This is an optimization exercise on Yosys and OpenROAD, whose aim is small area, not a production implementation.
Only simulation tests tie the RTL to the original design; equivalence was not proved.

[flow/run.sh]
#!/bin/bash
# synth_recipe.tcl (not shown) runs the flow's synth.tcl, then flattens the netlist and writes it again
# the make line also repeats each setting of config.mk as NAME=value (left out here)
make -C /OpenROAD-flow-scripts/flow DESIGN_CONFIG=/design/flow/config.mk WORK_HOME=/design/flow/orfs CLKGATE_MAP_FILE= SYNTH_SCRIPT=/design/flow/synth_recipe.tcl finish
[flow/config.mk]
export PLATFORM = sky130hd
export DESIGN_NAME = processing_element
export DESIGN_NICKNAME = processing_element
export VERILOG_FILES = /design/flow/design.v
export SDC_FILE = /design/flow/constraint.sdc
export NUM_CORES = 4
export LEC_CHECK = 0
export CAP_MARGIN = 20
export CORE_MARGIN = 2
export CORE_UTILIZATION = 40
export SLEW_MARGIN = 20
export SYNTH_HIERARCHICAL = 1
[flow/constraint.sdc]
create_clock -name core_clock -period 8.0 [get_ports {clk}]
set_input_delay 1.6000 -clock core_clock [delete_from_list [all_inputs] [get_ports {clk}]]
set_output_delay 1.6000 -clock core_clock [all_outputs]
set_load 0.01 [all_outputs]
[flow/design.v]
module processing_element (
    input clk, reset,
    input [15:0] in_a, in_b,
    output reg [15:0] out_a, out_b,
    output reg [31:0] acc
);
  wire [15:0] na, nb;
  pe_inv16 u_ia (.a(in_a), .y(na));
  pe_inv16 u_ib (.a(in_b), .y(nb));
  wire pp_0_0 = ~(na[0] | nb[0]);
  wire pp_0_1 = ~(na[0] | nb[1]);
  wire pp_0_2 = ~(na[0] | nb[2]);
  wire pp_0_3 = ~(na[0] | nb[3]);
  wire pp_0_4 = ~(na[0] | nb[4]);
  wire pp_0_5 = ~(na[0] | nb[5]);
  wire pp_0_6 = ~(na[0] | nb[6]);
  wire pp_0_7 = ~(na[0] | nb[7]);
  wire pp_0_8 = ~(na[0] | nb[8]);
  wire pp_0_9 = ~(na[0] | nb[9]);
  wire pp_0_10 = ~(na[0] | nb[10]);
  wire pp_0_11 = ~(na[0] | nb[11]);
  wire pp_0_12 = ~(na[0] | nb[12]);
  wire pp_0_13 = ~(na[0] | nb[13]);
  wire pp_0_14 = ~(na[0] | nb[14]);
  wire pp_0_15 = ~(na[0] | nb[15]);
  wire pp_1_0 = ~(na[1] | nb[0]);
  wire pp_1_1 = ~(na[1] | nb[1]);
  wire pp_1_2 = ~(na[1] | nb[2]);
  wire pp_1_3 = ~(na[1] | nb[3]);
  wire pp_1_4 = ~(na[1] | nb[4]);
  wire pp_1_5 = ~(na[1] | nb[5]);
  wire pp_1_6 = ~(na[1] | nb[6]);
  wire pp_1_7 = ~(na[1] | nb[7]);
  wire pp_1_8 = ~(na[1] | nb[8]);
  wire pp_1_9 = ~(na[1] | nb[9]);
  wire pp_1_10 = ~(na[1] | nb[10]);
  wire pp_1_11 = ~(na[1] | nb[11]);
  wire pp_1_12 = ~(na[1] | nb[12]);
  wire pp_1_13 = ~(na[1] | nb[13]);
  wire pp_1_14 = ~(na[1] | nb[14]);
  wire pp_1_15 = ~(na[1] | nb[15]);
  wire pp_2_0 = ~(na[2] | nb[0]);
  wire pp_2_1 = ~(na[2] | nb[1]);
  wire pp_2_2 = ~(na[2] | nb[2]);
  wire pp_2_3 = ~(na[2] | nb[3]);
  wire pp_2_4 = ~(na[2] | nb[4]);
  wire pp_2_5 = ~(na[2] | nb[5]);
  wire pp_2_6 = ~(na[2] | nb[6]);
  wire pp_2_7 = ~(na[2] | nb[7]);
  wire pp_2_8 = ~(na[2] | nb[8]);
  wire pp_2_9 = ~(na[2] | nb[9]);
  wire pp_2_10 = ~(na[2] | nb[10]);
  wire pp_2_11 = ~(na[2] | nb[11]);
  wire pp_2_12 = ~(na[2] | nb[12]);
  wire pp_2_13 = ~(na[2] | nb[13]);
  wire pp_2_14 = ~(na[2] | nb[14]);
  wire pp_2_15 = ~(na[2] | nb[15]);
  wire pp_3_0 = ~(na[3] | nb[0]);
  wire pp_3_1 = ~(na[3] | nb[1]);
  wire pp_3_2 = ~(na[3] | nb[2]);
  wire pp_3_3 = ~(na[3] | nb[3]);
  wire pp_3_4 = ~(na[3] | nb[4]);
  wire pp_3_5 = ~(na[3] | nb[5]);
  wire pp_3_6 = ~(na[3] | nb[6]);
  wire pp_3_7 = ~(na[3] | nb[7]);
  wire pp_3_8 = ~(na[3] | nb[8]);
  wire pp_3_9 = ~(na[3] | nb[9]);
  wire pp_3_10 = ~(na[3] | nb[10]);
  wire pp_3_11 = ~(na[3] | nb[11]);
  wire pp_3_12 = ~(na[3] | nb[12]);
  wire pp_3_13 = ~(na[3] | nb[13]);
  wire pp_3_14 = ~(na[3] | nb[14]);
  wire pp_3_15 = ~(na[3] | nb[15]);
  wire pp_4_0 = ~(na[4] | nb[0]);
  wire pp_4_1 = ~(na[4] | nb[1]);
  wire pp_4_2 = ~(na[4] | nb[2]);
  wire pp_4_3 = ~(na[4] | nb[3]);
  wire pp_4_4 = ~(na[4] | nb[4]);
  wire pp_4_5 = ~(na[4] | nb[5]);
  wire pp_4_6 = ~(na[4] | nb[6]);
  wire pp_4_7 = ~(na[4] | nb[7]);
  wire pp_4_8 = ~(na[4] | nb[8]);
  wire pp_4_9 = ~(na[4] | nb[9]);
  wire pp_4_10 = ~(na[4] | nb[10]);
  wire pp_4_11 = ~(na[4] | nb[11]);
  wire pp_4_12 = ~(na[4] | nb[12]);
  wire pp_4_13 = ~(na[4] | nb[13]);
  wire pp_4_14 = ~(na[4] | nb[14]);
  wire pp_4_15 = ~(na[4] | nb[15]);
  wire pp_5_0 = ~(na[5] | nb[0]);
  wire pp_5_1 = ~(na[5] | nb[1]);
  wire pp_5_2 = ~(na[5] | nb[2]);
  wire pp_5_3 = ~(na[5] | nb[3]);
  wire pp_5_4 = ~(na[5] | nb[4]);
  wire pp_5_5 = ~(na[5] | nb[5]);
  wire pp_5_6 = ~(na[5] | nb[6]);
  wire pp_5_7 = ~(na[5] | nb[7]);
  wire pp_5_8 = ~(na[5] | nb[8]);
  wire pp_5_9 = ~(na[5] | nb[9]);
  wire pp_5_10 = ~(na[5] | nb[10]);
  wire pp_5_11 = ~(na[5] | nb[11]);
  wire pp_5_12 = ~(na[5] | nb[12]);
  wire pp_5_13 = ~(na[5] | nb[13]);
  wire pp_5_14 = ~(na[5] | nb[14]);
  wire pp_5_15 = ~(na[5] | nb[15]);
  wire pp_6_0 = ~(na[6] | nb[0]);
  wire pp_6_1 = ~(na[6] | nb[1]);
  wire pp_6_2 = ~(na[6] | nb[2]);
  wire pp_6_3 = ~(na[6] | nb[3]);
  wire pp_6_4 = ~(na[6] | nb[4]);
  wire pp_6_5 = ~(na[6] | nb[5]);
  wire pp_6_6 = ~(na[6] | nb[6]);
  wire pp_6_7 = ~(na[6] | nb[7]);
  wire pp_6_8 = ~(na[6] | nb[8]);
  wire pp_6_9 = ~(na[6] | nb[9]);
  wire pp_6_10 = ~(na[6] | nb[10]);
  wire pp_6_11 = ~(na[6] | nb[11]);
  wire pp_6_12 = ~(na[6] | nb[12]);
  wire pp_6_13 = ~(na[6] | nb[13]);
  wire pp_6_14 = ~(na[6] | nb[14]);
  wire pp_6_15 = ~(na[6] | nb[15]);
  wire pp_7_0 = ~(na[7] | nb[0]);
  wire pp_7_1 = ~(na[7] | nb[1]);
  wire pp_7_2 = ~(na[7] | nb[2]);
  wire pp_7_3 = ~(na[7] | nb[3]);
  wire pp_7_4 = ~(na[7] | nb[4]);
  wire pp_7_5 = ~(na[7] | nb[5]);
  wire pp_7_6 = ~(na[7] | nb[6]);
  wire pp_7_7 = ~(na[7] | nb[7]);
  wire pp_7_8 = ~(na[7] | nb[8]);
  wire pp_7_9 = ~(na[7] | nb[9]);
  wire pp_7_10 = ~(na[7] | nb[10]);
  wire pp_7_11 = ~(na[7] | nb[11]);
  wire pp_7_12 = ~(na[7] | nb[12]);
  wire pp_7_13 = ~(na[7] | nb[13]);
  wire pp_7_14 = ~(na[7] | nb[14]);
  wire pp_7_15 = ~(na[7] | nb[15]);
  wire pp_8_0 = ~(na[8] | nb[0]);
  wire pp_8_1 = ~(na[8] | nb[1]);
  wire pp_8_2 = ~(na[8] | nb[2]);
  wire pp_8_3 = ~(na[8] | nb[3]);
  wire pp_8_4 = ~(na[8] | nb[4]);
  wire pp_8_5 = ~(na[8] | nb[5]);
  wire pp_8_6 = ~(na[8] | nb[6]);
  wire pp_8_7 = ~(na[8] | nb[7]);
  wire pp_8_8 = ~(na[8] | nb[8]);
  wire pp_8_9 = ~(na[8] | nb[9]);
  wire pp_8_10 = ~(na[8] | nb[10]);
  wire pp_8_11 = ~(na[8] | nb[11]);
  wire pp_8_12 = ~(na[8] | nb[12]);
  wire pp_8_13 = ~(na[8] | nb[13]);
  wire pp_8_14 = ~(na[8] | nb[14]);
  wire pp_8_15 = ~(na[8] | nb[15]);
  wire pp_9_0 = ~(na[9] | nb[0]);
  wire pp_9_1 = ~(na[9] | nb[1]);
  wire pp_9_2 = ~(na[9] | nb[2]);
  wire pp_9_3 = ~(na[9] | nb[3]);
  wire pp_9_4 = ~(na[9] | nb[4]);
  wire pp_9_5 = ~(na[9] | nb[5]);
  wire pp_9_6 = ~(na[9] | nb[6]);
  wire pp_9_7 = ~(na[9] | nb[7]);
  wire pp_9_8 = ~(na[9] | nb[8]);
  wire pp_9_9 = ~(na[9] | nb[9]);
  wire pp_9_10 = ~(na[9] | nb[10]);
  wire pp_9_11 = ~(na[9] | nb[11]);
  wire pp_9_12 = ~(na[9] | nb[12]);
  wire pp_9_13 = ~(na[9] | nb[13]);
  wire pp_9_14 = ~(na[9] | nb[14]);
  wire pp_9_15 = ~(na[9] | nb[15]);
  wire pp_10_0 = ~(na[10] | nb[0]);
  wire pp_10_1 = ~(na[10] | nb[1]);
  wire pp_10_2 = ~(na[10] | nb[2]);
  wire pp_10_3 = ~(na[10] | nb[3]);
  wire pp_10_4 = ~(na[10] | nb[4]);
  wire pp_10_5 = ~(na[10] | nb[5]);
  wire pp_10_6 = ~(na[10] | nb[6]);
  wire pp_10_7 = ~(na[10] | nb[7]);
  wire pp_10_8 = ~(na[10] | nb[8]);
  wire pp_10_9 = ~(na[10] | nb[9]);
  wire pp_10_10 = ~(na[10] | nb[10]);
  wire pp_10_11 = ~(na[10] | nb[11]);
  wire pp_10_12 = ~(na[10] | nb[12]);
  wire pp_10_13 = ~(na[10] | nb[13]);
  wire pp_10_14 = ~(na[10] | nb[14]);
  wire pp_10_15 = ~(na[10] | nb[15]);
  wire pp_11_0 = ~(na[11] | nb[0]);
  wire pp_11_1 = ~(na[11] | nb[1]);
  wire pp_11_2 = ~(na[11] | nb[2]);
  wire pp_11_3 = ~(na[11] | nb[3]);
  wire pp_11_4 = ~(na[11] | nb[4]);
  wire pp_11_5 = ~(na[11] | nb[5]);
  wire pp_11_6 = ~(na[11] | nb[6]);
  wire pp_11_7 = ~(na[11] | nb[7]);
  wire pp_11_8 = ~(na[11] | nb[8]);
  wire pp_11_9 = ~(na[11] | nb[9]);
  wire pp_11_10 = ~(na[11] | nb[10]);
  wire pp_11_11 = ~(na[11] | nb[11]);
  wire pp_11_12 = ~(na[11] | nb[12]);
  wire pp_11_13 = ~(na[11] | nb[13]);
  wire pp_11_14 = ~(na[11] | nb[14]);
  wire pp_11_15 = ~(na[11] | nb[15]);
  wire pp_12_0 = ~(na[12] | nb[0]);
  wire pp_12_1 = ~(na[12] | nb[1]);
  wire pp_12_2 = ~(na[12] | nb[2]);
  wire pp_12_3 = ~(na[12] | nb[3]);
  wire pp_12_4 = ~(na[12] | nb[4]);
  wire pp_12_5 = ~(na[12] | nb[5]);
  wire pp_12_6 = ~(na[12] | nb[6]);
  wire pp_12_7 = ~(na[12] | nb[7]);
  wire pp_12_8 = ~(na[12] | nb[8]);
  wire pp_12_9 = ~(na[12] | nb[9]);
  wire pp_12_10 = ~(na[12] | nb[10]);
  wire pp_12_11 = ~(na[12] | nb[11]);
  wire pp_12_12 = ~(na[12] | nb[12]);
  wire pp_12_13 = ~(na[12] | nb[13]);
  wire pp_12_14 = ~(na[12] | nb[14]);
  wire pp_12_15 = ~(na[12] | nb[15]);
  wire pp_13_0 = ~(na[13] | nb[0]);
  wire pp_13_1 = ~(na[13] | nb[1]);
  wire pp_13_2 = ~(na[13] | nb[2]);
  wire pp_13_3 = ~(na[13] | nb[3]);
  wire pp_13_4 = ~(na[13] | nb[4]);
  wire pp_13_5 = ~(na[13] | nb[5]);
  wire pp_13_6 = ~(na[13] | nb[6]);
  wire pp_13_7 = ~(na[13] | nb[7]);
  wire pp_13_8 = ~(na[13] | nb[8]);
  wire pp_13_9 = ~(na[13] | nb[9]);
  wire pp_13_10 = ~(na[13] | nb[10]);
  wire pp_13_11 = ~(na[13] | nb[11]);
  wire pp_13_12 = ~(na[13] | nb[12]);
  wire pp_13_13 = ~(na[13] | nb[13]);
  wire pp_13_14 = ~(na[13] | nb[14]);
  wire pp_13_15 = ~(na[13] | nb[15]);
  wire pp_14_0 = ~(na[14] | nb[0]);
  wire pp_14_1 = ~(na[14] | nb[1]);
  wire pp_14_2 = ~(na[14] | nb[2]);
  wire pp_14_3 = ~(na[14] | nb[3]);
  wire pp_14_4 = ~(na[14] | nb[4]);
  wire pp_14_5 = ~(na[14] | nb[5]);
  wire pp_14_6 = ~(na[14] | nb[6]);
  wire pp_14_7 = ~(na[14] | nb[7]);
  wire pp_14_8 = ~(na[14] | nb[8]);
  wire pp_14_9 = ~(na[14] | nb[9]);
  wire pp_14_10 = ~(na[14] | nb[10]);
  wire pp_14_11 = ~(na[14] | nb[11]);
  wire pp_14_12 = ~(na[14] | nb[12]);
  wire pp_14_13 = ~(na[14] | nb[13]);
  wire pp_14_14 = ~(na[14] | nb[14]);
  wire pp_14_15 = ~(na[14] | nb[15]);
  wire pp_15_0 = ~(na[15] | nb[0]);
  wire pp_15_1 = ~(na[15] | nb[1]);
  wire pp_15_2 = ~(na[15] | nb[2]);
  wire pp_15_3 = ~(na[15] | nb[3]);
  wire pp_15_4 = ~(na[15] | nb[4]);
  wire pp_15_5 = ~(na[15] | nb[5]);
  wire pp_15_6 = ~(na[15] | nb[6]);
  wire pp_15_7 = ~(na[15] | nb[7]);
  wire pp_15_8 = ~(na[15] | nb[8]);
  wire pp_15_9 = ~(na[15] | nb[9]);
  wire pp_15_10 = ~(na[15] | nb[10]);
  wire pp_15_11 = ~(na[15] | nb[11]);
  wire pp_15_12 = ~(na[15] | nb[12]);
  wire pp_15_13 = ~(na[15] | nb[13]);
  wire pp_15_14 = ~(na[15] | nb[14]);
  wire pp_15_15 = ~(na[15] | nb[15]);
  wire s1, c2;
  pe_ha u_s1 (.a(acc[12]), .b(pp_0_12), .s(s1), .co(c2));
  wire s3, c4;
  pe_fa u_s3 (.a(acc[13]), .b(pp_0_13), .c(pp_1_12), .s(s3), .co(c4));
  wire s5, c6;
  pe_ha u_s5 (.a(pp_2_11), .b(pp_3_10), .s(s5), .co(c6));
  wire s7, c8;
  pe_fa u_s7 (.a(acc[14]), .b(pp_0_14), .c(pp_1_13), .s(s7), .co(c8));
  wire s9, c10;
  pe_fa u_s9 (.a(pp_2_12), .b(pp_3_11), .c(pp_4_10), .s(s9), .co(c10));
  wire s11, c12;
  pe_ha u_s11 (.a(pp_5_9), .b(pp_6_8), .s(s11), .co(c12));
  wire s13, c14;
  pe_fa u_s13 (.a(acc[15]), .b(pp_0_15), .c(pp_1_14), .s(s13), .co(c14));
  wire s15, c16;
  pe_fa u_s15 (.a(pp_2_13), .b(pp_3_12), .c(pp_4_11), .s(s15), .co(c16));
  wire s17, c18;
  pe_fa u_s17 (.a(pp_5_10), .b(pp_6_9), .c(pp_7_8), .s(s17), .co(c18));
  wire s19, c20;
  pe_ha u_s19 (.a(pp_8_7), .b(pp_9_6), .s(s19), .co(c20));
  wire s21, c22;
  pe_fa u_s21 (.a(acc[16]), .b(pp_1_15), .c(pp_2_14), .s(s21), .co(c22));
  wire s23, c24;
  pe_fa u_s23 (.a(pp_3_13), .b(pp_4_12), .c(pp_5_11), .s(s23), .co(c24));
  wire s25, c26;
  pe_fa u_s25 (.a(pp_6_10), .b(pp_7_9), .c(pp_8_8), .s(s25), .co(c26));
  wire s27, c28;
  pe_ha u_s27 (.a(pp_9_7), .b(pp_10_6), .s(s27), .co(c28));
  wire s29, c30;
  pe_fa u_s29 (.a(acc[17]), .b(pp_2_15), .c(pp_3_14), .s(s29), .co(c30));
  wire s31, c32;
  pe_fa u_s31 (.a(pp_4_13), .b(pp_5_12), .c(pp_6_11), .s(s31), .co(c32));
  wire s33, c34;
  pe_fa u_s33 (.a(pp_7_10), .b(pp_8_9), .c(pp_9_8), .s(s33), .co(c34));
  wire s35, c36;
  pe_fa u_s35 (.a(acc[18]), .b(pp_3_15), .c(pp_4_14), .s(s35), .co(c36));
  wire s37, c38;
  pe_fa u_s37 (.a(pp_5_13), .b(pp_6_12), .c(pp_7_11), .s(s37), .co(c38));
  wire s39, c40;
  pe_fa u_s39 (.a(acc[19]), .b(pp_4_15), .c(pp_5_14), .s(s39), .co(c40));
  wire s41, c42;
  pe_ha u_s41 (.a(acc[8]), .b(pp_0_8), .s(s41), .co(c42));
  wire s43, c44;
  pe_fa u_s43 (.a(acc[9]), .b(pp_0_9), .c(pp_1_8), .s(s43), .co(c44));
  wire s45, c46;
  pe_ha u_s45 (.a(pp_2_7), .b(pp_3_6), .s(s45), .co(c46));
  wire s47, c48;
  pe_fa u_s47 (.a(acc[10]), .b(pp_0_10), .c(pp_1_9), .s(s47), .co(c48));
  wire s49, c50;
  pe_fa u_s49 (.a(pp_2_8), .b(pp_3_7), .c(pp_4_6), .s(s49), .co(c50));
  wire s51, c52;
  pe_ha u_s51 (.a(pp_5_5), .b(pp_6_4), .s(s51), .co(c52));
  wire s53, c54;
  pe_fa u_s53 (.a(acc[11]), .b(pp_0_11), .c(pp_1_10), .s(s53), .co(c54));
  wire s55, c56;
  pe_fa u_s55 (.a(pp_2_9), .b(pp_3_8), .c(pp_4_7), .s(s55), .co(c56));
  wire s57, c58;
  pe_fa u_s57 (.a(pp_5_6), .b(pp_6_5), .c(pp_7_4), .s(s57), .co(c58));
  wire s59, c60;
  pe_ha u_s59 (.a(pp_8_3), .b(pp_9_2), .s(s59), .co(c60));
  wire s61, c62;
  pe_fa u_s61 (.a(pp_1_11), .b(pp_2_10), .c(pp_3_9), .s(s61), .co(c62));
  wire s63, c64;
  pe_fa u_s63 (.a(pp_4_8), .b(pp_5_7), .c(pp_6_6), .s(s63), .co(c64));
  wire s65, c66;
  pe_fa u_s65 (.a(pp_7_5), .b(pp_8_4), .c(pp_9_3), .s(s65), .co(c66));
  wire s67, c68;
  pe_fa u_s67 (.a(pp_10_2), .b(pp_11_1), .c(pp_12_0), .s(s67), .co(c68));
  wire s69, c70;
  pe_fa u_s69 (.a(pp_4_9), .b(pp_5_8), .c(pp_6_7), .s(s69), .co(c70));
  wire s71, c72;
  pe_fa u_s71 (.a(pp_7_6), .b(pp_8_5), .c(pp_9_4), .s(s71), .co(c72));
  wire s73, c74;
  pe_fa u_s73 (.a(pp_10_3), .b(pp_11_2), .c(pp_12_1), .s(s73), .co(c74));
  wire s75, c76;
  pe_fa u_s75 (.a(pp_13_0), .b(c2), .c(s5), .s(s75), .co(c76));
  wire s77, c78;
  pe_fa u_s77 (.a(pp_7_7), .b(pp_8_6), .c(pp_9_5), .s(s77), .co(c78));
  wire s79, c80;
  pe_fa u_s79 (.a(pp_10_4), .b(pp_11_3), .c(pp_12_2), .s(s79), .co(c80));
  wire s81, c82;
  pe_fa u_s81 (.a(pp_13_1), .b(pp_14_0), .c(c6), .s(s81), .co(c82));
  wire s83, c84;
  pe_fa u_s83 (.a(s11), .b(c4), .c(c70), .s(s83), .co(c84));
  wire s85, c86;
  pe_fa u_s85 (.a(pp_10_5), .b(pp_11_4), .c(pp_12_3), .s(s85), .co(c86));
  wire s87, c88;
  pe_fa u_s87 (.a(pp_13_2), .b(pp_14_1), .c(pp_15_0), .s(s87), .co(c88));
  wire s89, c90;
  pe_fa u_s89 (.a(c12), .b(s19), .c(c8), .s(s89), .co(c90));
  wire s91, c92;
  pe_fa u_s91 (.a(c10), .b(c78), .c(c80), .s(s91), .co(c92));
  wire s93, c94;
  pe_fa u_s93 (.a(pp_11_5), .b(pp_12_4), .c(pp_13_3), .s(s93), .co(c94));
  wire s95, c96;
  pe_fa u_s95 (.a(pp_14_2), .b(pp_15_1), .c(c20), .s(s95), .co(c96));
  wire s97, c98;
  pe_fa u_s97 (.a(s27), .b(c14), .c(c16), .s(s97), .co(c98));
  wire s99, c100;
  pe_fa u_s99 (.a(c18), .b(c86), .c(c88), .s(s99), .co(c100));
  wire s101, c102;
  pe_fa u_s101 (.a(pp_10_7), .b(pp_11_6), .c(pp_12_5), .s(s101), .co(c102));
  wire s103, c104;
  pe_fa u_s103 (.a(pp_13_4), .b(pp_14_3), .c(pp_15_2), .s(s103), .co(c104));
  wire s105, c106;
  pe_fa u_s105 (.a(c28), .b(c22), .c(c24), .s(s105), .co(c106));
  wire s107, c108;
  pe_fa u_s107 (.a(c26), .b(c94), .c(s29), .s(s107), .co(c108));
  wire s109, c110;
  pe_fa u_s109 (.a(pp_8_10), .b(pp_9_9), .c(pp_10_8), .s(s109), .co(c110));
  wire s111, c112;
  pe_fa u_s111 (.a(pp_11_7), .b(pp_12_6), .c(pp_13_5), .s(s111), .co(c112));
  wire s113, c114;
  pe_fa u_s113 (.a(pp_14_4), .b(pp_15_3), .c(c30), .s(s113), .co(c114));
  wire s115, c116;
  pe_fa u_s115 (.a(c32), .b(c34), .c(c102), .s(s115), .co(c116));
  wire s117, c118;
  pe_fa u_s117 (.a(pp_6_13), .b(pp_7_12), .c(pp_8_11), .s(s117), .co(c118));
  wire s119, c120;
  pe_fa u_s119 (.a(pp_9_10), .b(pp_10_9), .c(pp_11_8), .s(s119), .co(c120));
  wire s121, c122;
  pe_fa u_s121 (.a(pp_12_7), .b(pp_13_6), .c(pp_14_5), .s(s121), .co(c122));
  wire s123, c124;
  pe_fa u_s123 (.a(pp_15_4), .b(c36), .c(c38), .s(s123), .co(c124));
  wire s125, c126;
  pe_fa u_s125 (.a(acc[20]), .b(pp_5_15), .c(pp_6_14), .s(s125), .co(c126));
  wire s127, c128;
  pe_fa u_s127 (.a(pp_7_13), .b(pp_8_12), .c(pp_9_11), .s(s127), .co(c128));
  wire s129, c130;
  pe_fa u_s129 (.a(pp_10_10), .b(pp_11_9), .c(pp_12_8), .s(s129), .co(c130));
  wire s131, c132;
  pe_fa u_s131 (.a(pp_13_7), .b(pp_14_6), .c(pp_15_5), .s(s131), .co(c132));
  wire s133, c134;
  pe_fa u_s133 (.a(acc[21]), .b(pp_6_15), .c(pp_7_14), .s(s133), .co(c134));
  wire s135, c136;
  pe_fa u_s135 (.a(pp_8_13), .b(pp_9_12), .c(pp_10_11), .s(s135), .co(c136));
  wire s137, c138;
  pe_fa u_s137 (.a(pp_11_10), .b(pp_12_9), .c(pp_13_8), .s(s137), .co(c138));
  wire s139, c140;
  pe_fa u_s139 (.a(acc[22]), .b(pp_7_15), .c(pp_8_14), .s(s139), .co(c140));
  wire s141, c142;
  pe_fa u_s141 (.a(pp_9_13), .b(pp_10_12), .c(pp_11_11), .s(s141), .co(c142));
  wire s143, c144;
  pe_fa u_s143 (.a(acc[23]), .b(pp_8_15), .c(pp_9_14), .s(s143), .co(c144));
  wire s145, c146;
  pe_ha u_s145 (.a(acc[5]), .b(pp_0_5), .s(s145), .co(c146));
  wire s147, c148;
  pe_fa u_s147 (.a(acc[6]), .b(pp_0_6), .c(pp_1_5), .s(s147), .co(c148));
  wire s149, c150;
  pe_ha u_s149 (.a(pp_2_4), .b(pp_3_3), .s(s149), .co(c150));
  wire s151, c152;
  pe_fa u_s151 (.a(acc[7]), .b(pp_0_7), .c(pp_1_6), .s(s151), .co(c152));
  wire s153, c154;
  pe_fa u_s153 (.a(pp_2_5), .b(pp_3_4), .c(pp_4_3), .s(s153), .co(c154));
  wire s155, c156;
  pe_ha u_s155 (.a(pp_5_2), .b(pp_6_1), .s(s155), .co(c156));
  wire s157, c158;
  pe_fa u_s157 (.a(pp_1_7), .b(pp_2_6), .c(pp_3_5), .s(s157), .co(c158));
  wire s159, c160;
  pe_fa u_s159 (.a(pp_4_4), .b(pp_5_3), .c(pp_6_2), .s(s159), .co(c160));
  wire s161, c162;
  pe_fa u_s161 (.a(pp_7_1), .b(pp_8_0), .c(c156), .s(s161), .co(c162));
  wire s163, c164;
  pe_fa u_s163 (.a(pp_4_5), .b(pp_5_4), .c(pp_6_3), .s(s163), .co(c164));
  wire s165, c166;
  pe_fa u_s165 (.a(pp_7_2), .b(pp_8_1), .c(pp_9_0), .s(s165), .co(c166));
  wire s167, c168;
  pe_fa u_s167 (.a(c42), .b(s45), .c(c158), .s(s167), .co(c168));
  wire s169, c170;
  pe_fa u_s169 (.a(pp_7_3), .b(pp_8_2), .c(pp_9_1), .s(s169), .co(c170));
  wire s171, c172;
  pe_fa u_s171 (.a(pp_10_0), .b(c46), .c(s51), .s(s171), .co(c172));
  wire s173, c174;
  pe_fa u_s173 (.a(c44), .b(c164), .c(c166), .s(s173), .co(c174));
  wire s175, c176;
  pe_fa u_s175 (.a(pp_10_1), .b(pp_11_0), .c(c52), .s(s175), .co(c176));
  wire s177, c178;
  pe_fa u_s177 (.a(s59), .b(c48), .c(c50), .s(s177), .co(c178));
  wire s179, c180;
  pe_fa u_s179 (.a(c170), .b(s53), .c(s55), .s(s179), .co(c180));
  wire s181, c182;
  pe_fa u_s181 (.a(c60), .b(s1), .c(c54), .s(s181), .co(c182));
  wire s183, c184;
  pe_fa u_s183 (.a(c56), .b(c58), .c(s61), .s(s183), .co(c184));
  wire s185, c186;
  pe_fa u_s185 (.a(s63), .b(s65), .c(s67), .s(s185), .co(c186));
  wire s187, c188;
  pe_fa u_s187 (.a(c62), .b(c64), .c(c66), .s(s187), .co(c188));
  wire s189, c190;
  pe_fa u_s189 (.a(c68), .b(s3), .c(s69), .s(s189), .co(c190));
  wire s191, c192;
  pe_fa u_s191 (.a(s71), .b(s73), .c(s75), .s(s191), .co(c192));
  wire s193, c194;
  pe_fa u_s193 (.a(c72), .b(c74), .c(s7), .s(s193), .co(c194));
  wire s195, c196;
  pe_fa u_s195 (.a(s9), .b(s77), .c(s79), .s(s195), .co(c196));
  wire s197, c198;
  pe_fa u_s197 (.a(s81), .b(c76), .c(c188), .s(s197), .co(c198));
  wire s199, c200;
  pe_fa u_s199 (.a(s13), .b(s15), .c(s17), .s(s199), .co(c200));
  wire s201, c202;
  pe_fa u_s201 (.a(s85), .b(s87), .c(c82), .s(s201), .co(c202));
  wire s203, c204;
  pe_fa u_s203 (.a(c84), .b(c194), .c(c196), .s(s203), .co(c204));
  wire s205, c206;
  pe_fa u_s205 (.a(s21), .b(s23), .c(s25), .s(s205), .co(c206));
  wire s207, c208;
  pe_fa u_s207 (.a(s93), .b(s95), .c(c90), .s(s207), .co(c208));
  wire s209, c210;
  pe_fa u_s209 (.a(c92), .b(c200), .c(s97), .s(s209), .co(c210));
  wire s211, c212;
  pe_fa u_s211 (.a(s31), .b(s33), .c(s101), .s(s211), .co(c212));
  wire s213, c214;
  pe_fa u_s213 (.a(s103), .b(c96), .c(c98), .s(s213), .co(c214));
  wire s215, c216;
  pe_fa u_s215 (.a(c100), .b(c206), .c(s105), .s(s215), .co(c216));
  wire s217, c218;
  pe_fa u_s217 (.a(c104), .b(s35), .c(s37), .s(s217), .co(c218));
  wire s219, c220;
  pe_fa u_s219 (.a(s109), .b(s111), .c(c106), .s(s219), .co(c220));
  wire s221, c222;
  pe_fa u_s221 (.a(c108), .b(c212), .c(s113), .s(s221), .co(c222));
  wire s223, c224;
  pe_fa u_s223 (.a(c110), .b(c112), .c(s39), .s(s223), .co(c224));
  wire s225, c226;
  pe_fa u_s225 (.a(s117), .b(s119), .c(s121), .s(s225), .co(c226));
  wire s227, c228;
  pe_fa u_s227 (.a(c114), .b(c116), .c(c218), .s(s227), .co(c228));
  wire s229, c230;
  pe_fa u_s229 (.a(c40), .b(c118), .c(c120), .s(s229), .co(c230));
  wire s231, c232;
  pe_fa u_s231 (.a(c122), .b(s125), .c(s127), .s(s231), .co(c232));
  wire s233, c234;
  pe_fa u_s233 (.a(s129), .b(s131), .c(c124), .s(s233), .co(c234));
  wire s235, c236;
  pe_fa u_s235 (.a(pp_14_7), .b(pp_15_6), .c(c126), .s(s235), .co(c236));
  wire s237, c238;
  pe_fa u_s237 (.a(c128), .b(c130), .c(c132), .s(s237), .co(c238));
  wire s239, c240;
  pe_fa u_s239 (.a(s133), .b(s135), .c(s137), .s(s239), .co(c240));
  wire s241, c242;
  pe_fa u_s241 (.a(pp_12_10), .b(pp_13_9), .c(pp_14_8), .s(s241), .co(c242));
  wire s243, c244;
  pe_fa u_s243 (.a(pp_15_7), .b(c134), .c(c136), .s(s243), .co(c244));
  wire s245, c246;
  pe_fa u_s245 (.a(c138), .b(s139), .c(s141), .s(s245), .co(c246));
  wire s247, c248;
  pe_fa u_s247 (.a(pp_10_13), .b(pp_11_12), .c(pp_12_11), .s(s247), .co(c248));
  wire s249, c250;
  pe_fa u_s249 (.a(pp_13_10), .b(pp_14_9), .c(pp_15_8), .s(s249), .co(c250));
  wire s251, c252;
  pe_fa u_s251 (.a(c140), .b(c142), .c(c242), .s(s251), .co(c252));
  wire s253, c254;
  pe_fa u_s253 (.a(acc[24]), .b(pp_9_15), .c(pp_10_14), .s(s253), .co(c254));
  wire s255, c256;
  pe_fa u_s255 (.a(pp_11_13), .b(pp_12_12), .c(pp_13_11), .s(s255), .co(c256));
  wire s257, c258;
  pe_fa u_s257 (.a(pp_14_10), .b(pp_15_9), .c(c144), .s(s257), .co(c258));
  wire s259, c260;
  pe_fa u_s259 (.a(acc[25]), .b(pp_10_15), .c(pp_11_14), .s(s259), .co(c260));
  wire s261, c262;
  pe_fa u_s261 (.a(pp_12_13), .b(pp_13_12), .c(pp_14_11), .s(s261), .co(c262));
  wire s263, c264;
  pe_fa u_s263 (.a(acc[26]), .b(pp_11_15), .c(pp_12_14), .s(s263), .co(c264));
  wire s265, c266;
  pe_ha u_s265 (.a(acc[3]), .b(pp_0_3), .s(s265), .co(c266));
  wire s267, c268;
  pe_fa u_s267 (.a(acc[4]), .b(pp_0_4), .c(pp_1_3), .s(s267), .co(c268));
  wire s269, c270;
  pe_ha u_s269 (.a(pp_2_2), .b(pp_3_1), .s(s269), .co(c270));
  wire s271, c272;
  pe_fa u_s271 (.a(pp_1_4), .b(pp_2_3), .c(pp_3_2), .s(s271), .co(c272));
  wire s273, c274;
  pe_fa u_s273 (.a(pp_4_1), .b(pp_5_0), .c(c270), .s(s273), .co(c274));
  wire s275, c276;
  pe_fa u_s275 (.a(pp_4_2), .b(pp_5_1), .c(pp_6_0), .s(s275), .co(c276));
  wire s277, c278;
  pe_fa u_s277 (.a(c146), .b(s149), .c(c272), .s(s277), .co(c278));
  wire s279, c280;
  pe_fa u_s279 (.a(pp_7_0), .b(c150), .c(s155), .s(s279), .co(c280));
  wire s281, c282;
  pe_fa u_s281 (.a(c148), .b(c276), .c(s151), .s(s281), .co(c282));
  wire s283, c284;
  pe_fa u_s283 (.a(s41), .b(c152), .c(c154), .s(s283), .co(c284));
  wire s285, c286;
  pe_fa u_s285 (.a(s157), .b(s159), .c(s161), .s(s285), .co(c286));
  wire s287, c288;
  pe_fa u_s287 (.a(c160), .b(s43), .c(s163), .s(s287), .co(c288));
  wire s289, c290;
  pe_fa u_s289 (.a(s165), .b(c162), .c(c284), .s(s289), .co(c290));
  wire s291, c292;
  pe_fa u_s291 (.a(s47), .b(s49), .c(s169), .s(s291), .co(c292));
  wire s293, c294;
  pe_fa u_s293 (.a(s171), .b(c168), .c(c288), .s(s293), .co(c294));
  wire s295, c296;
  pe_fa u_s295 (.a(s57), .b(s175), .c(c172), .s(s295), .co(c296));
  wire s297, c298;
  pe_fa u_s297 (.a(c174), .b(c292), .c(s177), .s(s297), .co(c298));
  wire s299, c300;
  pe_fa u_s299 (.a(c176), .b(c178), .c(c180), .s(s299), .co(c300));
  wire s301, c302;
  pe_fa u_s301 (.a(s181), .b(s183), .c(s185), .s(s301), .co(c302));
  wire s303, c304;
  pe_fa u_s303 (.a(c182), .b(c184), .c(c186), .s(s303), .co(c304));
  wire s305, c306;
  pe_fa u_s305 (.a(s187), .b(s189), .c(s191), .s(s305), .co(c306));
  wire s307, c308;
  pe_fa u_s307 (.a(c190), .b(s83), .c(s193), .s(s307), .co(c308));
  wire s309, c310;
  pe_fa u_s309 (.a(s195), .b(c192), .c(s197), .s(s309), .co(c310));
  wire s311, c312;
  pe_fa u_s311 (.a(s89), .b(s91), .c(s199), .s(s311), .co(c312));
  wire s313, c314;
  pe_fa u_s313 (.a(s201), .b(c198), .c(c308), .s(s313), .co(c314));
  wire s315, c316;
  pe_fa u_s315 (.a(s99), .b(s205), .c(c202), .s(s315), .co(c316));
  wire s317, c318;
  pe_fa u_s317 (.a(c204), .b(s207), .c(c312), .s(s317), .co(c318));
  wire s319, c320;
  pe_fa u_s319 (.a(s107), .b(s211), .c(c208), .s(s319), .co(c320));
  wire s321, c322;
  pe_fa u_s321 (.a(s213), .b(c210), .c(s215), .s(s321), .co(c322));
  wire s323, c324;
  pe_fa u_s323 (.a(s115), .b(s217), .c(c214), .s(s323), .co(c324));
  wire s325, c326;
  pe_fa u_s325 (.a(s219), .b(c216), .c(s221), .s(s325), .co(c326));
  wire s327, c328;
  pe_fa u_s327 (.a(s123), .b(s223), .c(s225), .s(s327), .co(c328));
  wire s329, c330;
  pe_fa u_s329 (.a(c220), .b(c222), .c(s227), .s(s329), .co(c330));
  wire s331, c332;
  pe_fa u_s331 (.a(c224), .b(c226), .c(s229), .s(s331), .co(c332));
  wire s333, c334;
  pe_fa u_s333 (.a(s231), .b(c228), .c(s233), .s(s333), .co(c334));
  wire s335, c336;
  pe_fa u_s335 (.a(c230), .b(c232), .c(s235), .s(s335), .co(c336));
  wire s337, c338;
  pe_fa u_s337 (.a(s237), .b(s239), .c(c234), .s(s337), .co(c338));
  wire s339, c340;
  pe_fa u_s339 (.a(s241), .b(c236), .c(c238), .s(s339), .co(c340));
  wire s341, c342;
  pe_fa u_s341 (.a(c240), .b(s243), .c(s245), .s(s341), .co(c342));
  wire s343, c344;
  pe_fa u_s343 (.a(s143), .b(s247), .c(s249), .s(s343), .co(c344));
  wire s345, c346;
  pe_fa u_s345 (.a(c244), .b(c246), .c(s251), .s(s345), .co(c346));
  wire s347, c348;
  pe_fa u_s347 (.a(c248), .b(c250), .c(s253), .s(s347), .co(c348));
  wire s349, c350;
  pe_fa u_s349 (.a(s255), .b(c252), .c(c344), .s(s349), .co(c350));
  wire s351, c352;
  pe_fa u_s351 (.a(pp_15_10), .b(c254), .c(c256), .s(s351), .co(c352));
  wire s353, c354;
  pe_fa u_s353 (.a(s259), .b(s261), .c(c258), .s(s353), .co(c354));
  wire s355, c356;
  pe_fa u_s355 (.a(pp_13_13), .b(pp_14_12), .c(pp_15_11), .s(s355), .co(c356));
  wire s357, c358;
  pe_fa u_s357 (.a(c260), .b(c262), .c(s263), .s(s357), .co(c358));
  wire s359, c360;
  pe_fa u_s359 (.a(acc[27]), .b(pp_12_15), .c(pp_13_14), .s(s359), .co(c360));
  wire s361, c362;
  pe_fa u_s361 (.a(pp_14_13), .b(pp_15_12), .c(c264), .s(s361), .co(c362));
  wire s363, c364;
  pe_fa u_s363 (.a(acc[28]), .b(pp_13_15), .c(pp_14_14), .s(s363), .co(c364));
  wire s365, c366;
  pe_ha u_s365 (.a(acc[2]), .b(pp_0_2), .s(s365), .co(c366));
  wire s367, c368;
  pe_fa u_s367 (.a(pp_1_2), .b(pp_2_1), .c(pp_3_0), .s(s367), .co(c368));
  wire s369, c370;
  pe_fa u_s369 (.a(pp_4_0), .b(c266), .c(s269), .s(s369), .co(c370));
  wire s371, c372;
  pe_fa u_s371 (.a(s145), .b(c268), .c(s271), .s(s371), .co(c372));
  wire s373, c374;
  pe_fa u_s373 (.a(s147), .b(s275), .c(c274), .s(s373), .co(c374));
  wire s375, c376;
  pe_fa u_s375 (.a(s153), .b(s279), .c(c278), .s(s375), .co(c376));
  wire s377, c378;
  pe_fa u_s377 (.a(c280), .b(c282), .c(s283), .s(s377), .co(c378));
  wire s379, c380;
  pe_fa u_s379 (.a(s167), .b(s287), .c(c286), .s(s379), .co(c380));
  wire s381, c382;
  pe_fa u_s381 (.a(s173), .b(s291), .c(c290), .s(s381), .co(c382));
  wire s383, c384;
  pe_fa u_s383 (.a(s179), .b(s295), .c(c294), .s(s383), .co(c384));
  wire s385, c386;
  pe_fa u_s385 (.a(c296), .b(c298), .c(s299), .s(s385), .co(c386));
  wire s387, c388;
  pe_fa u_s387 (.a(c300), .b(c302), .c(s303), .s(s387), .co(c388));
  wire s389, c390;
  pe_fa u_s389 (.a(c304), .b(s307), .c(c306), .s(s389), .co(c390));
  wire s391, c392;
  pe_fa u_s391 (.a(s203), .b(s311), .c(c310), .s(s391), .co(c392));
  wire s393, c394;
  pe_fa u_s393 (.a(s209), .b(s315), .c(c314), .s(s393), .co(c394));
  wire s395, c396;
  pe_fa u_s395 (.a(c316), .b(s319), .c(c318), .s(s395), .co(c396));
  wire s397, c398;
  pe_fa u_s397 (.a(c320), .b(s323), .c(c322), .s(s397), .co(c398));
  wire s399, c400;
  pe_fa u_s399 (.a(s327), .b(c324), .c(c326), .s(s399), .co(c400));
  wire s401, c402;
  pe_fa u_s401 (.a(c328), .b(s331), .c(c330), .s(s401), .co(c402));
  wire s403, c404;
  pe_fa u_s403 (.a(c332), .b(s335), .c(c334), .s(s403), .co(c404));
  wire s405, c406;
  pe_fa u_s405 (.a(s339), .b(c336), .c(s341), .s(s405), .co(c406));
  wire s407, c408;
  pe_fa u_s407 (.a(s343), .b(c340), .c(c342), .s(s407), .co(c408));
  wire s409, c410;
  pe_fa u_s409 (.a(s257), .b(s347), .c(c346), .s(s409), .co(c410));
  wire s411, c412;
  pe_fa u_s411 (.a(c348), .b(s351), .c(c350), .s(s411), .co(c412));
  wire s413, c414;
  pe_fa u_s413 (.a(s355), .b(c352), .c(s357), .s(s413), .co(c414));
  wire s415, c416;
  pe_fa u_s415 (.a(c356), .b(s359), .c(c358), .s(s415), .co(c416));
  wire s417, c418;
  pe_fa u_s417 (.a(pp_15_13), .b(c360), .c(s363), .s(s417), .co(c418));
  wire s419, c420;
  pe_fa u_s419 (.a(acc[29]), .b(pp_14_15), .c(pp_15_14), .s(s419), .co(c420));
  wire s421, c422;
  pe_ha u_s421 (.a(acc[1]), .b(pp_0_1), .s(s421), .co(c422));
  wire s423, c424;
  pe_fa u_s423 (.a(pp_1_1), .b(pp_2_0), .c(c422), .s(s423), .co(c424));
  wire s425, c426;
  pe_fa u_s425 (.a(c366), .b(s265), .c(s367), .s(s425), .co(c426));
  wire s427, c428;
  pe_fa u_s427 (.a(c368), .b(s267), .c(s369), .s(s427), .co(c428));
  wire s429, c430;
  pe_fa u_s429 (.a(s273), .b(c370), .c(s371), .s(s429), .co(c430));
  wire s431, c432;
  pe_fa u_s431 (.a(c372), .b(s277), .c(s373), .s(s431), .co(c432));
  wire s433, c434;
  pe_fa u_s433 (.a(s281), .b(c374), .c(s375), .s(s433), .co(c434));
  wire s435, c436;
  pe_fa u_s435 (.a(s285), .b(c376), .c(s377), .s(s435), .co(c436));
  wire s437, c438;
  pe_fa u_s437 (.a(s289), .b(c378), .c(s379), .s(s437), .co(c438));
  wire s439, c440;
  pe_fa u_s439 (.a(s293), .b(c380), .c(s381), .s(s439), .co(c440));
  wire s441, c442;
  pe_fa u_s441 (.a(s297), .b(c382), .c(s383), .s(s441), .co(c442));
  wire s443, c444;
  pe_fa u_s443 (.a(s301), .b(c384), .c(s385), .s(s443), .co(c444));
  wire s445, c446;
  pe_fa u_s445 (.a(s305), .b(c386), .c(s387), .s(s445), .co(c446));
  wire s447, c448;
  pe_fa u_s447 (.a(s309), .b(c388), .c(s389), .s(s447), .co(c448));
  wire s449, c450;
  pe_fa u_s449 (.a(s313), .b(c390), .c(s391), .s(s449), .co(c450));
  wire s451, c452;
  pe_fa u_s451 (.a(s317), .b(c392), .c(s393), .s(s451), .co(c452));
  wire s453, c454;
  pe_fa u_s453 (.a(s321), .b(c394), .c(s395), .s(s453), .co(c454));
  wire s455, c456;
  pe_fa u_s455 (.a(s325), .b(c396), .c(s397), .s(s455), .co(c456));
  wire s457, c458;
  pe_fa u_s457 (.a(s329), .b(c398), .c(s399), .s(s457), .co(c458));
  wire s459, c460;
  pe_fa u_s459 (.a(s333), .b(c400), .c(s401), .s(s459), .co(c460));
  wire s461, c462;
  pe_fa u_s461 (.a(s337), .b(s403), .c(c402), .s(s461), .co(c462));
  wire s463, c464;
  pe_fa u_s463 (.a(c338), .b(s405), .c(c404), .s(s463), .co(c464));
  wire s465, c466;
  pe_fa u_s465 (.a(s345), .b(c406), .c(s407), .s(s465), .co(c466));
  wire s467, c468;
  pe_fa u_s467 (.a(s349), .b(c408), .c(s409), .s(s467), .co(c468));
  wire s469, c470;
  pe_fa u_s469 (.a(s353), .b(c410), .c(s411), .s(s469), .co(c470));
  wire s471, c472;
  pe_fa u_s471 (.a(c354), .b(s413), .c(c412), .s(s471), .co(c472));
  wire s473, c474;
  pe_fa u_s473 (.a(s361), .b(c414), .c(s415), .s(s473), .co(c474));
  wire s475, c476;
  pe_fa u_s475 (.a(c362), .b(s417), .c(c416), .s(s475), .co(c476));
  wire s477, c478;
  pe_fa u_s477 (.a(c364), .b(s419), .c(c418), .s(s477), .co(c478));
  wire s479, c480;
  pe_fa u_s479 (.a(acc[30]), .b(pp_15_15), .c(c420), .s(s479), .co(c480));
  wire s481;
  assign s481 = acc[31] ^ c480;
  wire s482, c483;
  pe_ha u_s482 (.a(pp_0_0), .b(acc[0]), .s(s482), .co(c483));
  wire s484, c485;
  pe_fa u_s484 (.a(pp_1_0), .b(s421), .c(c483), .s(s484), .co(c485));
  wire s486, c487;
  pe_fa u_s486 (.a(s365), .b(s423), .c(c485), .s(s486), .co(c487));
  wire s488, c489;
  pe_fa u_s488 (.a(c424), .b(s425), .c(c487), .s(s488), .co(c489));
  wire s490, c491;
  pe_fa u_s490 (.a(c426), .b(s427), .c(c489), .s(s490), .co(c491));
  wire s492, c493;
  pe_fa u_s492 (.a(c428), .b(s429), .c(c491), .s(s492), .co(c493));
  wire s494, c495;
  pe_fa u_s494 (.a(c430), .b(s431), .c(c493), .s(s494), .co(c495));
  wire g496 = c495;
  wire p497 = 1'b0;
  wire g498 = c432 & s433;
  wire p499 = c432 ^ s433;
  wire g500 = c434 & s435;
  wire p501 = c434 ^ s435;
  wire g502 = c436 & s437;
  wire p503 = c436 ^ s437;
  wire g504 = c438 & s439;
  wire p505 = c438 ^ s439;
  wire g506 = c440 & s441;
  wire p507 = c440 ^ s441;
  wire g508 = c442 & s443;
  wire p509 = c442 ^ s443;
  wire g510 = c444 & s445;
  wire p511 = c444 ^ s445;
  wire g512 = c446 & s447;
  wire p513 = c446 ^ s447;
  wire g514 = c448 & s449;
  wire p515 = c448 ^ s449;
  wire g516 = c450 & s451;
  wire p517 = c450 ^ s451;
  wire g518 = c452 & s453;
  wire p519 = c452 ^ s453;
  wire g520 = c454 & s455;
  wire p521 = c454 ^ s455;
  wire g522 = c456 & s457;
  wire p523 = c456 ^ s457;
  wire g524 = c458 & s459;
  wire p525 = c458 ^ s459;
  wire g526 = c460 & s461;
  wire p527 = c460 ^ s461;
  wire g528 = c462 & s463;
  wire p529 = c462 ^ s463;
  wire g530 = c464 & s465;
  wire p531 = c464 ^ s465;
  wire g532 = c466 & s467;
  wire p533 = c466 ^ s467;
  wire g534 = c468 & s469;
  wire p535 = c468 ^ s469;
  wire g536 = c470 & s471;
  wire p537 = c470 ^ s471;
  wire g538 = c472 & s473;
  wire p539 = c472 ^ s473;
  wire g540 = c474 & s475;
  wire p541 = c474 ^ s475;
  wire g542 = c476 & s477;
  wire p543 = c476 ^ s477;
  wire g544 = c478 & s479;
  wire p545 = c478 ^ s479;
  wire G546 = g498 | (p499 & g496);
  wire G547 = g502 | (p503 & g500);
  wire P548 = p503 & p501;
  wire G549 = g506 | (p507 & g504);
  wire P550 = p507 & p505;
  wire G551 = g510 | (p511 & g508);
  wire P552 = p511 & p509;
  wire G553 = g514 | (p515 & g512);
  wire P554 = p515 & p513;
  wire G555 = g518 | (p519 & g516);
  wire P556 = p519 & p517;
  wire G557 = g522 | (p523 & g520);
  wire P558 = p523 & p521;
  wire G559 = g526 | (p527 & g524);
  wire P560 = p527 & p525;
  wire G561 = g530 | (p531 & g528);
  wire P562 = p531 & p529;
  wire G563 = g534 | (p535 & g532);
  wire P564 = p535 & p533;
  wire G565 = g538 | (p539 & g536);
  wire P566 = p539 & p537;
  wire G567 = g542 | (p543 & g540);
  wire P568 = p543 & p541;
  wire G569 = G547 | (P548 & G546);
  wire G570 = G551 | (P552 & G549);
  wire P571 = P552 & P550;
  wire G572 = G555 | (P556 & G553);
  wire P573 = P556 & P554;
  wire G574 = G559 | (P560 & G557);
  wire P575 = P560 & P558;
  wire G576 = G563 | (P564 & G561);
  wire P577 = P564 & P562;
  wire G578 = G567 | (P568 & G565);
  wire P579 = P568 & P566;
  wire G580 = G570 | (P571 & G569);
  wire G581 = G574 | (P575 & G572);
  wire P582 = P575 & P573;
  wire G583 = G578 | (P579 & G576);
  wire P584 = P579 & P577;
  wire G585 = G581 | (P582 & G580);
  wire G586 = G583 | (P584 & G585);
  wire G587 = G572 | (P573 & G580);
  wire G588 = G576 | (P577 & G585);
  wire G589 = G549 | (P550 & G569);
  wire G590 = G553 | (P554 & G580);
  wire G591 = G557 | (P558 & G587);
  wire G592 = G561 | (P562 & G585);
  wire G593 = G565 | (P566 & G588);
  wire G594 = g500 | (p501 & G546);
  wire G595 = g504 | (p505 & G569);
  wire G596 = g508 | (p509 & G589);
  wire G597 = g512 | (p513 & G580);
  wire G598 = g516 | (p517 & G590);
  wire G599 = g520 | (p521 & G587);
  wire G600 = g524 | (p525 & G591);
  wire G601 = g528 | (p529 & G585);
  wire G602 = g532 | (p533 & G592);
  wire G603 = g536 | (p537 & G588);
  wire G604 = g540 | (p541 & G593);
  wire G605 = g544 | (p545 & G586);
  wire o606 = p499 ^ g496;
  wire o607 = p501 ^ G546;
  wire o608 = p503 ^ G594;
  wire o609 = p505 ^ G569;
  wire o610 = p507 ^ G595;
  wire o611 = p509 ^ G589;
  wire o612 = p511 ^ G596;
  wire o613 = p513 ^ G580;
  wire o614 = p515 ^ G597;
  wire o615 = p517 ^ G590;
  wire o616 = p519 ^ G598;
  wire o617 = p521 ^ G587;
  wire o618 = p523 ^ G599;
  wire o619 = p525 ^ G591;
  wire o620 = p527 ^ G600;
  wire o621 = p529 ^ G585;
  wire o622 = p531 ^ G601;
  wire o623 = p533 ^ G592;
  wire o624 = p535 ^ G602;
  wire o625 = p537 ^ G588;
  wire o626 = p539 ^ G603;
  wire o627 = p541 ^ G593;
  wire o628 = p543 ^ G604;
  wire o629 = p545 ^ G586;
  wire o630 = s481 ^ G605;
  wire [31:0] nxt;
  assign nxt[0] = s482;
  assign nxt[1] = s484;
  assign nxt[2] = s486;
  assign nxt[3] = s488;
  assign nxt[4] = s490;
  assign nxt[5] = s492;
  assign nxt[6] = s494;
  assign nxt[7] = o606;
  assign nxt[8] = o607;
  assign nxt[9] = o608;
  assign nxt[10] = o609;
  assign nxt[11] = o610;
  assign nxt[12] = o611;
  assign nxt[13] = o612;
  assign nxt[14] = o613;
  assign nxt[15] = o614;
  assign nxt[16] = o615;
  assign nxt[17] = o616;
  assign nxt[18] = o617;
  assign nxt[19] = o618;
  assign nxt[20] = o619;
  assign nxt[21] = o620;
  assign nxt[22] = o621;
  assign nxt[23] = o622;
  assign nxt[24] = o623;
  assign nxt[25] = o624;
  assign nxt[26] = o625;
  assign nxt[27] = o626;
  assign nxt[28] = o627;
  assign nxt[29] = o628;
  assign nxt[30] = o629;
  assign nxt[31] = o630;
  always @(posedge clk or posedge reset) begin
    if (reset) begin
      acc <= 32'b0; out_a <= 16'b0; out_b <= 16'b0;
    end else begin
      acc <= nxt;
      out_a <= in_a; out_b <= in_b;
    end
  end
endmodule
module pe_fa (input a, b, c, output s, co);
  assign s = a ^ b ^ c;
  assign co = (a & b) | (a & c) | (b & c);
endmodule
module pe_ha (input a, b, output s, co);
  assign s = a ^ b;
  assign co = a & b;
endmodule
module pe_inv16 (input [15:0] a, output [15:0] y);
  assign y = ~a;
endmodule
==> results.txt <==
## metal layers
layer  global-route usage (%)  vias to the layer above  part of all wire [%]
met5                        0                        -                     0
met4                     8.06                        0                   3.5
met3                     4.16                       57                   5.4
met2                     38.4                      206                    52
met1                     28.4                     3091                    39
li1                         -                     2481                     -
## cells in the final DEF (no fill, tap or decap), drive strengths merged, types with 2 or more instances in the layout
master and n:
xnor2 6, ha 39, clkdlybuf4s50 97, clkinv 2
nand2 7, o211ai 2, xor2 7, dfrtp 64
fa 243, buf 39, a211oi 2, o21ai 5
inv 49, a21oi 11, nor2 261, clkinvlp 2
clkbuf 10, nand4 2, o21a 2
## cell type report
| type | instances | area [µm²] |
|---|---|---|
| Multi-Input combinational cell | 598 | 6730 |
| Sequential cell | 64 | 1600 |
| Inverter | 48 | 180 |
| Clock inverter | 6 | 67.6 |
| Clock buffer | 10 | 239 |
| Timing Repair Buffer | 136 | 1260 |
| Tap cell | 280 | 350 |
| Fill cell | 1994 | 11200 |
## cells in the mapped netlist, drive strengths merged, types with 2 or more instances
master	n
nor2	261
fa	243
dfrtp	64
clkbuf	57
inv	48
ha	39
a21oi	11
buf	7
nand2	7
xor2	7
xnor2	6
o21ai	5
a211oi	2
nand4	2
o211ai	2
o21a	2
## Yosys stat by module, one instance, submodules excluded
module | cells | times used | flip-flops and latches | area (µm²)
pe_fa | 1 | 230 | 0 | 20.0
pe_ha | 1 | 17 | 0 | 12.5
pe_inv16 | 16 | 2 | 0 | 60.1
processing_element | 495 | 1 | 64 | 3820
## logic make-up after synthesis
logic type | count (synthesis) | synth area share (%)
buf+inv | 112 | 4.80
xor+xnor | 13 | 1.30
compound gates | 28 | 2.43
simple gates | 275 | 12.0
fa+ha+maj | 282 | 61.1
flops | 64 | 18.3
## through the flow
stage               area [µm²]  instances  util, %  hold slack (ns)
global placement         10100       1126     46.8            0.484
CTS                      10400       1142     48.3            0.503
global route             10400       1142     48.3            0.522
finish                   10400       1142     48.3            0.498
detailed placement       10100       1126     46.8            0.492
floorplan                 8750        774        -            0.532
## flip-flops by register name, summed over array words and instances, names as in the netlist
register	cells
out_a	16
acc	32
out_b	16
## how the worst max path moves through the flow
stage                  from      end  slack [ns]  depth (start not counted)
finish              in_a[3]  acc[31]        0.72                         17
floorplan           in_a[0]  acc[31]        1.27                         19
global route        in_a[2]  acc[31]        0.47                         17
global placement    in_a[1]  acc[31]        0.33                         17
CTS                 in_a[1]  acc[31]        0.70                         17
detailed placement  in_a[3]  acc[31]        0.34                         17
## worst max-delay path, stage by stage
cell and delay [ns]:
clkdlybuf4s50_1 0.42, inv_1 0.47, nor2_1 0.12, fa_1 0.52, fa_1 0.43, fa_1 0.43
fa_1 0.39, fa_1 0.40, fa_1 0.40, fa_1 0.44, a211oi_2 0.29, o211a_1 0.32
and4bb_1 0.23, a211oi_2 0.31, a311oi_2 0.17, fa_1 0.40, xnor2_1 0.14
==> results.txt <==
* Nets@finish at 1,173
* Vias in the first global route at 6,929
* Max cap viols at 0
* Post-Synthesis Cells at slightly below 800
* Post-CTS Resized at 0
* Worst Hold Depth at 1
* Main flop type after synthesis: dfrtp_1
* DRC at 0
* Die area at 0.0231 mm²
* Final TNS setup at 0 ns
* Pre-antenna DRT Iters at 6
* Ports at 98
* Crit path DAT at 7.53 ns
* Root Driver: clkbuf_16
* Via count at just under 6,000
* Min-Delay Path Class: reg -> reg
* Crit Path Category: in -> reg
* Final Slew Violations at 0
* CTS H-tree lvls at 3
* Synth area leader: fa_1
* Initial core utilization at ~40%
* Clock-pin slew on the worst setup and hold paths at 0.06 ns
* Initial antenna violation count at 0
* Ant. Diodes at 0
* Final worst slack at roughly 0.72 ns
* Worst reg2reg path depth at 15
* Final Hold Fails at 0
* Final ANT Viol Nets at 0
* Post-CTS setup buffer count at 0
* Row count at 54
* Final setup viols at 0
* Crit share post-route at 91.1%
* Cell area after synthesis at 0.00875 mm²
* Grt total ovfl at 0
* Clk buf depth at 2
* Global placement routability congestion at between 0.8 and 0.9
* First-pass GRT wire length at 39.2 mm
* DR WL/cell at 20.9 µm
* Worst-Margin Slew at 0.855 ns
* Reg2reg start: acc[1]
* Hpwl dp at roughly 19 mm
* Nature of the critical path startpoint: primary input
* EDFF count, synth at 0
* Yosys cell types at 29
* Fmax at 0.137 GHz
* Synthesized net count at 1,090
* Syn Area/Cell at around 11 µm²
* Initial drt markers at 314
* Post-synth top area share at 55.6%
* Post-synth ARST share at 100%
* #FFs+latches synth at 64
* Ys Warns at 7
* Largest net degree at the start of global routing at 65
* WP data required at 8.24 ns
* Crit Path Max Fanout at 16
* Cts hold-fix bufs at 0
* Post-Place Setup Slack at 0.341 ns
* Worst hold start: acc[0]
* Outcome: finished clean
* Width of the die at 152 µm
* Endpoint, Worst Hold: acc[0]
* Crit path time final at between 7 and 8 ns
* RSZ-0062 raised after global routing: no
* Clock skew at 0.00786 ns
* Worst r2r dst: acc[31]
* CTS tree: yes
* Layout cells sized above 1 at around 7.1%
* Largest cells by area after synthesis: fa_1, dfrtp_1, nor2_1
* Register area share after synthesis at 18.3%
* Port bufs at 97
* CTS Buf Count at 9
* Slew headroom at 43.0%
* Die Ht at 152 µm
* Synthesis-to-finish area growth at 19.2%
* Worst Setup End Kind: flop
* FF-to-FF setup slack at 2.40 ns
* Vias per cell at just over 5
* Worst skew pair latency at 0.36 ns
* Sink Count at 64
* Routed wire length at 23.8 mm
* Core area at 0.0216 mm²
* Gr usage total at 22.3%

[re-timing with driven ports]
Ports are ideal in the flow. The routed layout listed here was re-timed in OpenROAD.
Step 1, drivers: a clkbuf_16 drives clk and a buf_2 each remaining input, both assumed.
Step 2 also shifts input and output timing later by t, the mid clock arrival at the registers, as if the neighbouring blocks saw the same clock.
Slacks: ideal ports / drivers / drivers and shift; pairs: ideal ports / drivers.
shift t [ns]: 0.395
setup slack, ns: 0.715 / 0.726 / 0.331
hold slack, ns: 0.498 / 0.498 / 0.498
After both steps setup and hold are still met in this run. For this run, drivers alone change the setup slack by +0.011 ns; drivers and shift together by -0.384 ns.
